What follows belongs to an exercise in optimizing a design on an open flow for small area, a short achievable clock period and few clock cycles; a production flow would make more cautious choices. Only simulation tests tie the RTL to the original design; equivalence was not proved. Power and IR drop assume default switching activity.

### design/flow/flow/run.sh
#!/bin/bash
set -euo pipefail
bash standard.sh SETUP_SLACK_MARGIN=12 finish > standard_flow.log 2>&1
### design/flow/standard.sh
#!/bin/bash
# synth_recipe.tcl (not shown) runs the flow's synth.tcl, then flattens the netlist and writes it again
# the make line also repeats each setting of config.mk as NAME=value (left out here)
make -C /OpenROAD-flow-scripts/flow DESIGN_CONFIG=/design/flow/config.mk WORK_HOME=/design/flow/orfs CLKGATE_MAP_FILE= SYNTH_SCRIPT=/design/flow/synth_recipe.tcl "${@:-finish}"
### design/flow/config.mk
export PLATFORM = sky130hd
export DESIGN_NAME = ALU_standard_calculator_n_bit
export DESIGN_NICKNAME = ALU_standard_calculator_n_bit
export VERILOG_FILES = /design/flow/design.v
export SDC_FILE = /design/flow/constraint.sdc
export NUM_CORES = 4
export LEC_CHECK = 0
export CAP_MARGIN = 20
export CORE_MARGIN = 2
export CORE_UTILIZATION = 40
export SLEW_MARGIN = 20
### design/flow/constraint.sdc
create_clock -name core_clock -period 18.0 [get_ports {clk}]
set_input_delay 3.6000 -clock core_clock [delete_from_list [all_inputs] [get_ports {clk}]]
set_output_delay 3.6000 -clock core_clock [all_outputs]
set_load 0.01 [all_outputs]
### design/flow/design.v
module ALU_standard_calculator_n_bit #(parameter n = 32)(
    input clk,
    input rst,
    input [2:0] op,
    input signed [n-1:0] a,
    input signed [n-1:0] b,
    output signed [2*n-1:0] result,
    output reg valid_result
);
    localparam W = 36;                
    reg [31:0] H, L;                  
    reg [31:0] A;                     
    reg        busy;                  
    reg        mmul, mdiv;            
    reg        bc;                    
    reg        sq;                    
    reg        dz;                    
    reg        dfirst;                
    reg        dneg;                  
    reg [4:0]  cnt;
    reg [7:0]  msel;                  
    assign result = {H, L};
    wire op_add = (op == 3'b000);
    wire op_sub = (op == 3'b001);
    wire op_mul = (op == 3'b010);
    wire op_div = (op == 3'b011);
    wire op_log = op[2];
    wire sa = a[31];
    wire sb = b[31];
    wire [31:0] xa = a ^ {32{sa}};
    wire [31:0] xb = b ^ {32{sb}};
    function [5:0] bitlen;            
        input [31:0] x;
        reg [4:0] z;
        reg [31:0] v;
        begin
            v = x;
            z[4] = (v[31:16] == 0); v = z[4] ? {v[15:0], 16'b0} : v;
            z[3] = (v[31:24] == 0); v = z[3] ? {v[23:0],  8'b0} : v;
            z[2] = (v[31:28] == 0); v = z[2] ? {v[27:0],  4'b0} : v;
            z[1] = (v[31:30] == 0); v = z[1] ? {v[29:0],  2'b0} : v;
            z[0] = (v[31] == 0);
            bitlen = (x == 0) ? 6'd0 : 6'd32 - {1'b0, z};
        end
    endfunction
    wire [5:0] lenA = bitlen(xa) + {5'b0, sa};    
    wire [5:0] lenB = bitlen(xb);                 
    wire [6:0] mq   = {1'b0, lenA} - {1'b0, lenB} + 7'd1;   
    wire early = mq[6] || (mq == 0);              
    wire [7:0] msel_n;
    assign msel_n[0] = (mq == 1);
    assign msel_n[1] = (mq == 2);
    assign msel_n[2] = (mq == 3);
    assign msel_n[3] = (mq == 4);
    assign msel_n[4] = (mq == 5) || (mq == 6);
    assign msel_n[5] = (mq >= 7) && (mq <= 9);
    assign msel_n[6] = (mq >= 10) && (mq <= 12);
    assign msel_n[7] = (mq >= 13);
    wire [4:0] dcnt = msel_n[0] ? 5'd0 : msel_n[1] ? 5'd1 : msel_n[2] ? 5'd2 :
                      msel_n[3] ? 5'd3 : msel_n[4] ? 5'd5 : msel_n[5] ? 5'd8 :
                      msel_n[6] ? 5'd11 : 5'd31;
    wire [31:0] lg = op[1] ? (op[0] ? ~a : a ^ b) : (op[0] ? a | b : a & b);
    function [33:0] bpp;              
        input [2:0] x;
        input [31:0] m;
        reg one, two, neg;
        reg [33:0] mag;
        begin
            one = x[1] ^ x[0];
            two = (x[2] & ~x[1] & ~x[0]) | (~x[2] & x[1] & x[0]);
            neg = x[2] & ~(x[1] & x[0]);
            mag = one ? {m[31], m[31], m} : two ? {m[31], m, 1'b0} : 34'b0;
            bpp = mag ^ {34{neg}};
        end
    endfunction
    wire [2:0] dg0 = {L[1], L[0], bc};
    wire [2:0] dg1 = {L[3], L[2], L[1]};
    wire neg0 = dg0[2] & ~(dg0[1] & dg0[0]);
    wire neg1 = dg1[2] & ~(dg1[1] & dg1[0]);
    wire [33:0] pp0 = bpp(dg0, A);
    wire [33:0] pp1 = bpp(dg1, A);
    wire [W-1:0] r0 = {{4{H[31]}}, H};
    wire [W-1:0] r1 = {{2{pp0[33]}}, pp0};
    wire [W-1:0] r2 = {pp1, neg1, neg0};
    wire [W-1:0] cs_s = r0 ^ r1 ^ r2;
    wire [W-1:0] cs_c = {((r0 & r1) | (r0 & r2) | (r1 & r2)), neg1} ;
    wire [31:0] rinit = msel[0] ? {1'b0,  L[31:1]} :
                        msel[1] ? {2'b0,  L[31:2]} :
                        msel[2] ? {3'b0,  L[31:3]} :
                        msel[3] ? {4'b0,  L[31:4]} :
                        msel[4] ? {6'b0,  L[31:6]} :
                        msel[5] ? {9'b0,  L[31:9]} :
                        msel[6] ? {12'b0, L[31:12]} : 32'b0;
    wire dbit = |(msel & {L[31], L[11], L[8], L[5], L[3], L[2], L[1], L[0]});
    wire [31:0] mask = {{20{msel[7]}}, {3{msel[7] | msel[6]}}, {3{|msel[7:5]}},
                        {2{|msel[7:4]}}, |msel[7:3], |msel[7:2], |msel[7:1], 1'b1};
    wire [31:0] rsrc = dfirst ? rinit : H;
    wire [31:0] dx = {rsrc[30:0], dbit};
    reg [W-1:0] ax, ay;
    reg         acin;
    always @(*) begin
        if (!busy) begin
            ax   = {{4{a[31] & ~op_div}}, a ^ {32{op_div & sa}}};
            ay   = op_div ? {W{1'b0}} : {{4{b[31] ^ op_sub}}, b ^ {32{op_sub}}};
            acin = op_sub | (op_div & sa);
        end else if (mmul) begin
            ax   = cs_s;
            ay   = cs_c;
            acin = neg1;
        end else if (dneg) begin
            ax   = {W{1'b0}};
            ay   = {4'b1111, ~L};
            acin = 1'b1;
        end else begin
            ax   = {4'b0, dx};
            ay   = {4'b1111, A ^ {32{~A[31]}}};
            acin = ~A[31];
        end
    end
    wire [W-1:0] sum = ax + ay + {{(W-1){1'b0}}, acin};
    wire ge = ~sum[W-1];
    always @(posedge clk) begin
        A <= b;
        if (!busy) begin
            mmul <= op_mul;
            mdiv <= op_div;
            bc <= 1'b0;
            sq <= sa ^ sb;
            dz <= (b == 0);
            dfirst <= 1'b1;
            msel <= msel_n;
            cnt <= op_mul ? 5'd7 : dcnt;
            if (op_log) begin
                H <= {32{lg[31]}};
                L <= lg;
            end else if (op_mul) begin
                H <= 32'b0;
                L <= a;
            end else if (op_div) begin
                H <= 32'b0;
                L <= early ? 32'b0 : sum[31:0];
            end else begin
                H <= {32{sum[32]}};
                L <= sum[31:0];
            end
        end else if (!valid_result) begin
            if (mmul) begin
                H <= sum[W-1:4];
                L <= {sum[3:0], L[31:4]};
                bc <= L[3];
                cnt <= cnt - 5'd1;
            end else if (dneg) begin
                H <= {32{sum[W-1]}};
                L <= sum[31:0];
            end else begin
                dfirst <= 1'b0;
                H <= (cnt == 0) ? 32'b0 : (ge ? sum[31:0] : dx);
                L <= {L[30:0], ge} & mask;
                cnt <= cnt - 5'd1;
            end
        end
    end
    always @(posedge clk or posedge rst) begin
        if (rst) begin
            busy <= 1'b0;
            valid_result <= 1'b0;
            dneg <= 1'b0;
        end else begin
            busy <= 1'b1;
            if (!busy) begin
                valid_result <= !(op_mul || (op_div && !early));
            end else if (!valid_result) begin
                if (mmul) begin
                    if (cnt == 0) valid_result <= 1'b1;
                end else if (dneg) begin
                    valid_result <= 1'b1;
                end else if (cnt == 0 && !dz) begin
                    if (sq) dneg <= 1'b1;
                    else valid_result <= 1'b1;
                end
            end
        end
    end
endmodule
==> results.json, run 1 <==
{
  "vdd_ir_drop_max_uv": 79.99,
  "fin_cells": 3174,
  "yosys.area.top_type_share": 0.1274,
  "required_ns": 18.21,
  "hp-class": "reg2reg",
  "routed_via_density": 6.844,
  "wire_per_inst_um": 30.34,
  "crit_start": "a[31]",
  "synthArstFlopShare": 0.02564,
  "fin_util": 0.5282,
  "core-area_um2": 46560,
  "grt_pass1_wl_um": 138900,
  "hold_viol": 0,
  "drcViolationCount": 0,
  "rr_endpoint": "H[27]",
  "ys.flop_type": "edfxtp_1",
  "timing.rr.start": "L[3]",
  "relSlewSlack": 0.3202,
  "netlist_area_um2": 18860,
  "grt_usage": 0.3787,
  "die_area_um2": 48900,
  "clock_latency_ns": 0.46,
  "dp_cells": 2990,
  "avgSynthCellArea_um2": 7.770,
  "grt_max_degree": 66,
  "dr_wl_met3_um": 12820,
  "crit_end": "L[9]",
  "initial_utilization": 0.4051,
  "fmax_ghz": 0.1147,
  "portBuffers": 133,
  "start_kind": "input port",
  "worst_pin_slew_ns": 1.020,
  "nFillCells": 4394,
  "die_w_um": 221.1,
  "dp_worst_setup_slack_ns": 7.598,
  "grt_overflow": 0,
  "finalPower_mw": 2.616,
  "cts.clk_slew.worst_paths_ns": 0.06,
  "clockBufferDepth": 2,
  "gp_congestion": 1.005,
  "hold_buffers": 0,
  "setup_viol": 0,
  "finalCritPeriodShare": 0.4845,
  "first_pass_iters": 6,
  "cts_buffers": 17,
  "dp_hpwl_um": 67220,
  "synth-seq-area-share": 0.1675,
  "power_density_nw_per_um2": 106.4,
  "final_cell_mix": "nand2_1 (188), a21oi_1 (187), nor2_1 (176), buf_4 (139), mux2i_1 (120)",
  "totalNegativeSetupSlack_ns": 0,
  "grt_pass1_vias": 20650,
  "wirelength_um": 96300,
  "yosys-top-cells-area": "edfxtp_1 (13%), ha_1 (7.6%), mux2i_1 (6.6%), a21oi_1 (6.2%), xnor2_1 (5.9%)",
  "rows": 79,
  "setup_ws_ns": 9.278,
  "vias": 21720,
  "max_cap_violations": 0,
  "critical_path.max_fanout": 7,
  "area_growth_pct": 30.39,
  "synth-seq-cells": 117,
  "drtIter0Drc": 3274,
  "rsz0062_at_grt": "true",
  "drive_above_1_share": 0.2471,
  "io_pins": 134,
  "cp.arrival_ns": 8.93,
  "final_nets": 2774,
  "yosysTopAreaCell": "edfxtp_1",
  "m1WireLength_um": 36610,
  "ff2ff_setup_slack_ns": 11.03,
  "worstSetupEndpointType": "register",
  "syn_inst": 2427,
  "die_h_um": 221.1,
  "cts_htree_levels": 4,
  "yosys_warnings": 1,
  "critical_path_class": "in2reg",
  "ant_nets": 0,
  "antenna_found_initial": 1,
  "r2r_cells": 23,
  "cts-root-buf": "clkbuf_16",
  "final_common_cell": "nand2_1",
  "synth-edff-count": 80,
  "status": "timing/DRC/antenna clean",
  "p_leak_nw": 9.754,
  "synth_cell_types": 91,
  "wl_met2_um": 40510,
  "period_minus_slack_ns": 8.722,
  "skew_ns": 0.009888,
  "slew_violations": 0,
  "cts_tree": "done",
  "highest_layer": "met4",
  "cts.sinks": 117
}
==> sequential cells by signal, summed over array words and instances, names as in the netlist, 5 cells and up <==
signal  count
A          32
H          32
L          32
cnt         5
msel        8
==> layout make-up <==
cell class	count	area [µm²]	share of cell area
flip-flops and latches	117	3166	0.1287
repair buffers	327	3472	0.1412
clock inverters	15	195.2	0.007938
inverters	129	496.7	0.02020
diodes	1	2.502	0.0001018
clock buffers	17	425.4	0.01730
multi-input cells	1961	16070	0.6536
well taps	607	759.5	0.03089
==> critical path, stage by stage <==
cell and delay (ns):
buf_8 0.10, buf_12 0.12, or4_4 0.55, or3_4 0.36, a21o_1 0.21, a21oi_4 0.22
a21oi_2 0.08, o311a_1 0.38, a31o_4 0.25, inv_2 0.05, a21oi_2 0.04, ha_2 0.22
ha_4 0.17, xnor2_2 0.12, ha_1 0.32, ha_1 0.28, a21o_1 0.21, a21oi_4 0.21
xnor2_1 0.14, a211o_1 0.18, o211ai_1 0.13, a311oi_2 0.31, buf_6 0.20, clkbuf_16 0.19
o21ai_2 0.05, a22o_1 0.22
==> routing by layer <==
metal	global-route usage	vias to the layer above
met5	0	-
met3	0.09335	365
met2	0.5613	1644
li1	-	9212
met1	0.4995	10500
met4	0.2208	0
==> worst min-delay path by stage <==
| stage | from | to | slack [ns] | depth (start not counted) |
|---|---|---|---|---|
| 2_1_floorplan | bc | bc | 0.48 | 2 |
| 5_1_grt | bc | bc | 0.56 | 2 |
| 6_report | bc | bc | 0.53 | 2 |
| 3_5_place_dp | bc | bc | 0.53 | 2 |
| 4_1_cts | bc | bc | 0.53 | 2 |
| 3_3_place_gp | bc | bc | 0.50 | 2 |
==> where the power goes <==
group	internal (mW)	total (mW)	leakage (nW)	switching, mW
Sequential	0.353	0.484	1.16	0.131
Combinational	0.734	1.75	8.29	1.02
Clock	0.221	0.378	0.303	0.157
Total	1.31	2.62	9.75	1.31
==> cells in the mapped netlist (all sizes together), types with 7 or more instances <==
library cell	number
a211oi	66
a21o	26
a21oi	234
a221oi	47
a22oi	7
a311oi	11
a31oi	22
a32o	8
and3	10
buf	58
clkbuf	166
dfxtp	34
edfxtp	80
fa	37
ha	115
inv	127
mux2	28
mux2i	124
mux4	32
nand2	198
nand2b	12
nand3	34
nand4	28
nor2	189
nor2b	21
nor3	59
nor4	7
o211ai	36
o21a	28
o21ai	169
o22ai	56
o31a	19
o31ai	16
or2	7
or3	15
or4	9
xnor2	126
xor2	55
==> cells by family (layout without fill, tap and decap cells) <==
family | after synthesis | in the layout | synth area share
AO/OA/AOI/OAI | 828 | 828 | 0.2893
XOR/XNOR | 181 | 181 | 0.08406
adder cells (fa/ha/maj) | 152 | 152 | 0.1156
buffers and inverters | 353 | 488 | 0.07292
flip-flops | 117 | 117 | 0.1675
multiplexers | 184 | 185 | 0.1208
other | 1 | 3 | 0.0001989
AND/OR/NAND/NOR | 611 | 613 | 0.1497
==> what timing repair did <==
action	4_1_cts	5_1_grt
cloned	19	1
pin swaps	79	65
buffers inserted	109	22
gates resized for setup	417	95
hold endpoints to repair	0	0
endpoints found under the setup margin	78	78
==> per-stage QoR <==
step | cell area (µm²) | hold WS [ns]
after floorplan | 19480 | 0.4840
after global placement | 20840 | 0.5007
after detailed placement | 20840 | 0.5263
after CTS | 24050 | 0.5348
after global routing | 24590 | 0.5587
final | 24590 | 0.5340
Testbench counts, summed over its fixed seeds: cycles 15,928.
==> inputs of run 2 (changes only) <==
==> design/flow/run.sh (new file) <==
#!/bin/bash
# synth_recipe.tcl (not shown) runs the flow's synth.tcl, then flattens the netlist and writes it again
# the make line also repeats each setting of config.mk as NAME=value (left out here)
make -C /OpenROAD-flow-scripts/flow DESIGN_CONFIG=/design/flow/config.mk WORK_HOME=/design/flow/orfs CLKGATE_MAP_FILE= SYNTH_SCRIPT=/design/flow/synth_recipe.tcl finish
removed: design/flow/flow/run.sh
removed: design/flow/standard.sh
==> run 2 against run 1 <==
  * Setup slack lost 2.3 ns
  * Still clean on timing, DRC and antenna
  * Routed wire length down 9.1%
  * Critical endpoint is now L[23]
  * Via count is 7.2% lower
  * Largest cell class unchanged
  * Critical path type unchanged
  * Cell count fell by 4.7%
  * Die area unchanged
==> results.json, run 2 <==
{
  "cts_htree_levels": 4,
  "routed_via_density": 6.667,
  "first_pass_iters": 6,
  "yosys_warnings": 1,
  "cts.clk_slew.worst_paths_ns": 0.07,
  "totalNegativeSetupSlack_ns": 0,
  "final_common_cell": "a21oi_1",
  "status": "timing/DRC/antenna clean",
  "initial_utilization": 0.4051,
  "finalCritPeriodShare": 0.6115,
  "netSwitchingFraction": 0.5157,
  "die_h_um": 221.1,
  "grt_pass1_wl_um": 128200,
  "syn_inst": 2427,
  "p_leak_nw": 8.275,
  "cts_resized": 0,
  "yosys.area.top_type_share": 0.1274,
  "drive_above_1_share": 0.07944,
  "ant_nets": 0,
  "io_pins": 134,
  "grt_pass1_vias": 18930,
  "synth_cell_types": 91,
  "skew_ns": 0.01256,
  "nFillCells": 4649,
  "vias": 20170,
  "clockBufferDepth": 2,
  "netlist_area_um2": 18860,
  "worst_pin_slew_ns": 1.208,
  "area_growth_pct": 11.84,
  "cts_buffers": 17,
  "gp_congestion": 1.001,
  "wirelength_um": 87530,
  "yosysTopAreaCell": "edfxtp_1",
  "avgSynthCellArea_um2": 7.770,
  "power_frac_clock": 0.158,
  "seqPwrFrac": 0.215,
  "r2r_cells": 19,
  "synth-edff-count": 80,
  "cts-root-buf": "clkbuf_16",
  "hold_buffers": 0,
  "design_area_um2": 21090,
  "ff2ff_setup_slack_ns": 10.24,
  "synthArstFlopShare": 0.02564,
  "dp_cells": 2992,
  "crit_start": "b[31]",
  "crit_end": "L[23]",
  "portBuffers": 133,
  "synth-seq-area-share": 0.1675,
  "cts_tree": "done",
  "clock_latency_ns": 0.46,
  "die_area_um2": 48900,
  "drcViolationCount": 0,
  "critical_path.max_fanout": 35,
  "rsz0062_at_grt": "false",
  "worstSetupEndpointType": "register",
  "timing.rr.start": "L[1]",
  "critical_path_class": "in2reg",
  "drtIter0Drc": 2615,
  "grt_max_degree": 67,
  "final_nets": 2625,
  "antenna_found_initial": 0,
  "die_w_um": 221.1,
  "required_ns": 18.18,
  "cts.sinks": 117,
  "dp_hpwl_um": 66570,
  "reg_top3": "A x32, H x32, L x32",
  "rr_endpoint": "H[26]",
  "hold_viol": 0,
  "fin_cells": 3025,
  "grt_overflow": 0,
  "placed_area_um2": 20500,
  "yosys-top-cells-area": "edfxtp_1 (13%), ha_1 (7.6%), mux2i_1 (6.6%), a21oi_1 (6.2%), xnor2_1 (5.9%)",
  "hp-class": "reg2reg",
  "core-area_um2": 46560,
  "synth_most_common_cell": "a21oi_1",
  "synth-seq-cells": 117,
  "final_cell_mix": "a21oi_1 (232), nand2_1 (196), nor2_1 (186), o21ai_0 (169), clkdlybuf4s50_1 (131)",
  "fmax_ghz": 0.09086,
  "wire_per_inst_um": 28.94,
  "ys.flop_type": "edfxtp_1",
  "power_density_nw_per_um2": 106.8,
  "relSlewSlack": 0.1822,
  "post-cts-setup-buffers": 0,
  "cp.arrival_ns": 11.18,
  "power_frac_comb": 0.627,
  "vdd_ir_drop_max_uv": 81.56,
  "max_cap_violations": 0,
  "start_kind": "input port",
  "synthTopCellsByCount": "a21oi_1 (232), nand2_1 (198), nor2_1 (187)",
  "setup_viol": 0,
  "power_switching_mw": 1.161,
  "rows": 79,
  "slew_violations": 0,
  "p_int_mw": 1.090,
  "period_minus_slack_ns": 11.01,
  "grt_usage": 0.3458
}
run 2: cell counts after synthesis:
No cell type changed its count.
run 2: power by group through the flow:
stage | Combinational (mW) | Sequential, mW | Clock [mW]
after detailed placement | 1.36 | 0.482 | 0
after global placement | 1.35 | 0.483 | 0
after global routing | 1.50 | 0.487 | 0.366
after floorplan | 0.899 | 0.414 | 0
final | 1.41 | 0.485 | 0.356
after CTS | 1.37 | 0.477 | 0.356
run 2: layout make-up:
cell class                 count  area [µm²]  area share
antenna                        1       2.502   0.0001187
clock buffer                  17       425.4     0.02017
clock inverter                15       161.4    0.007653
inverter                     129       484.2     0.02296
multi-input combinational   1958       14400      0.6830
sequential                   117        3166      0.1501
tap                          607       759.5     0.03601
timing repair buffer         181        1688     0.08003
run 2: kinds of logic (layout without fill, tap and decap cells):
kind of cell	after synthesis	count (layout)	synth area share
adder cells (fa/ha/maj)	152	152	0.1156
XOR/XNOR	181	181	0.08406
buffers and inverters	353	342	0.07292
other	1	3	0.0001989
multiplexers	184	184	0.1208
AO/OA/AOI/OAI	828	828	0.2893
flip-flops	117	117	0.1675
AND/OR/NAND/NOR	611	611	0.1497
run 2: through the flow:
step | power [mW] | hold WS (ns) | util | setup slack, ns
floorplan | 1.312 | 0.4840 | - | 8.701
global placement | 1.828 | 0.5021 | 0.4401 | 6.775
detailed placement | 1.843 | 0.5077 | 0.4404 | 6.736
CTS | 2.201 | 0.5187 | 0.4530 | 7.212
global route | 2.358 | 0.5507 | 0.4530 | 6.412
finish | 2.252 | 0.5128 | 0.4530 | 6.994
run 2: critical path, cell delays in order:
cell,delay [ns]
clkdlybuf4s50_1,0.45
buf_4,0.37
inv_1,0.37
ha_1,0.62
o21bai_1,0.17
a221oi_1,0.09
a31oi_1,0.22
o32ai_2,0.15
nor3_1,0.74
a21oi_1,0.13
and2_1,0.21
nor2b_1,0.14
o41ai_1,0.86
ha_1,0.30
ha_1,0.17
inv_1,0.06
fa_1,0.75
nand2_1,0.15
nor3_1,0.36
o211ai_1,0.22
a311oi_2,0.31
buf_4,0.34
o21ai_0,0.13
o211ai_1,0.14
o21ai_0,0.11
run 2: worst min path at each step:
stage	startpoint	end	cells past startpoint
2_1_floorplan	bc	bc	2
4_1_cts	bc	bc	2
5_1_grt	bc	bc	2
3_5_place_dp	bc	bc	2
3_3_place_gp	bc	bc	2
6_report	bc	bc	2
run 2: routing by layer:
layer | track usage | part of all wire
met1 | 0.4824 | 0.42
met2 | 0.5214 | 0.43
met3 | 0.06653 | 0.11
met4 | 0.1438 | 0.042
met5 | 0 | 0

## what the ideal ports hide
In the flow no input, the clock included, has a driving cell. The finished layouts below were timed again as built, in two steps.
Step 1 sets driving cells, clkbuf_16 on the clock port and buf_2 on the other inputs (assumed; they add their load-dependent delay and slew).
Step 2 moves the port delays by t, midway between the first and last clock arrival at a register: inputs arrive t later, outputs are due t later. That takes back most of the time a late clock gives input paths.
Three values: ideal ports, drivers, drivers and shift; two values: the first two.
| run | shift t [ns] | setup WS [ns] | hold slack, ns |
|---|---|---|---|
| run 1 | 0.508 | 9.278 / 9.291 / 8.783 | 0.534 / 0.534 / 0.534 |
| run 2 | 0.508 | 6.994 / 7.027 / 6.518 | 0.513 / 0.513 / 0.513 |
After both steps setup and hold are still met in every run listed. For run 1, which loses most, drivers alone change the setup slack by +0.013 ns; drivers and shift together by -0.495 ns.
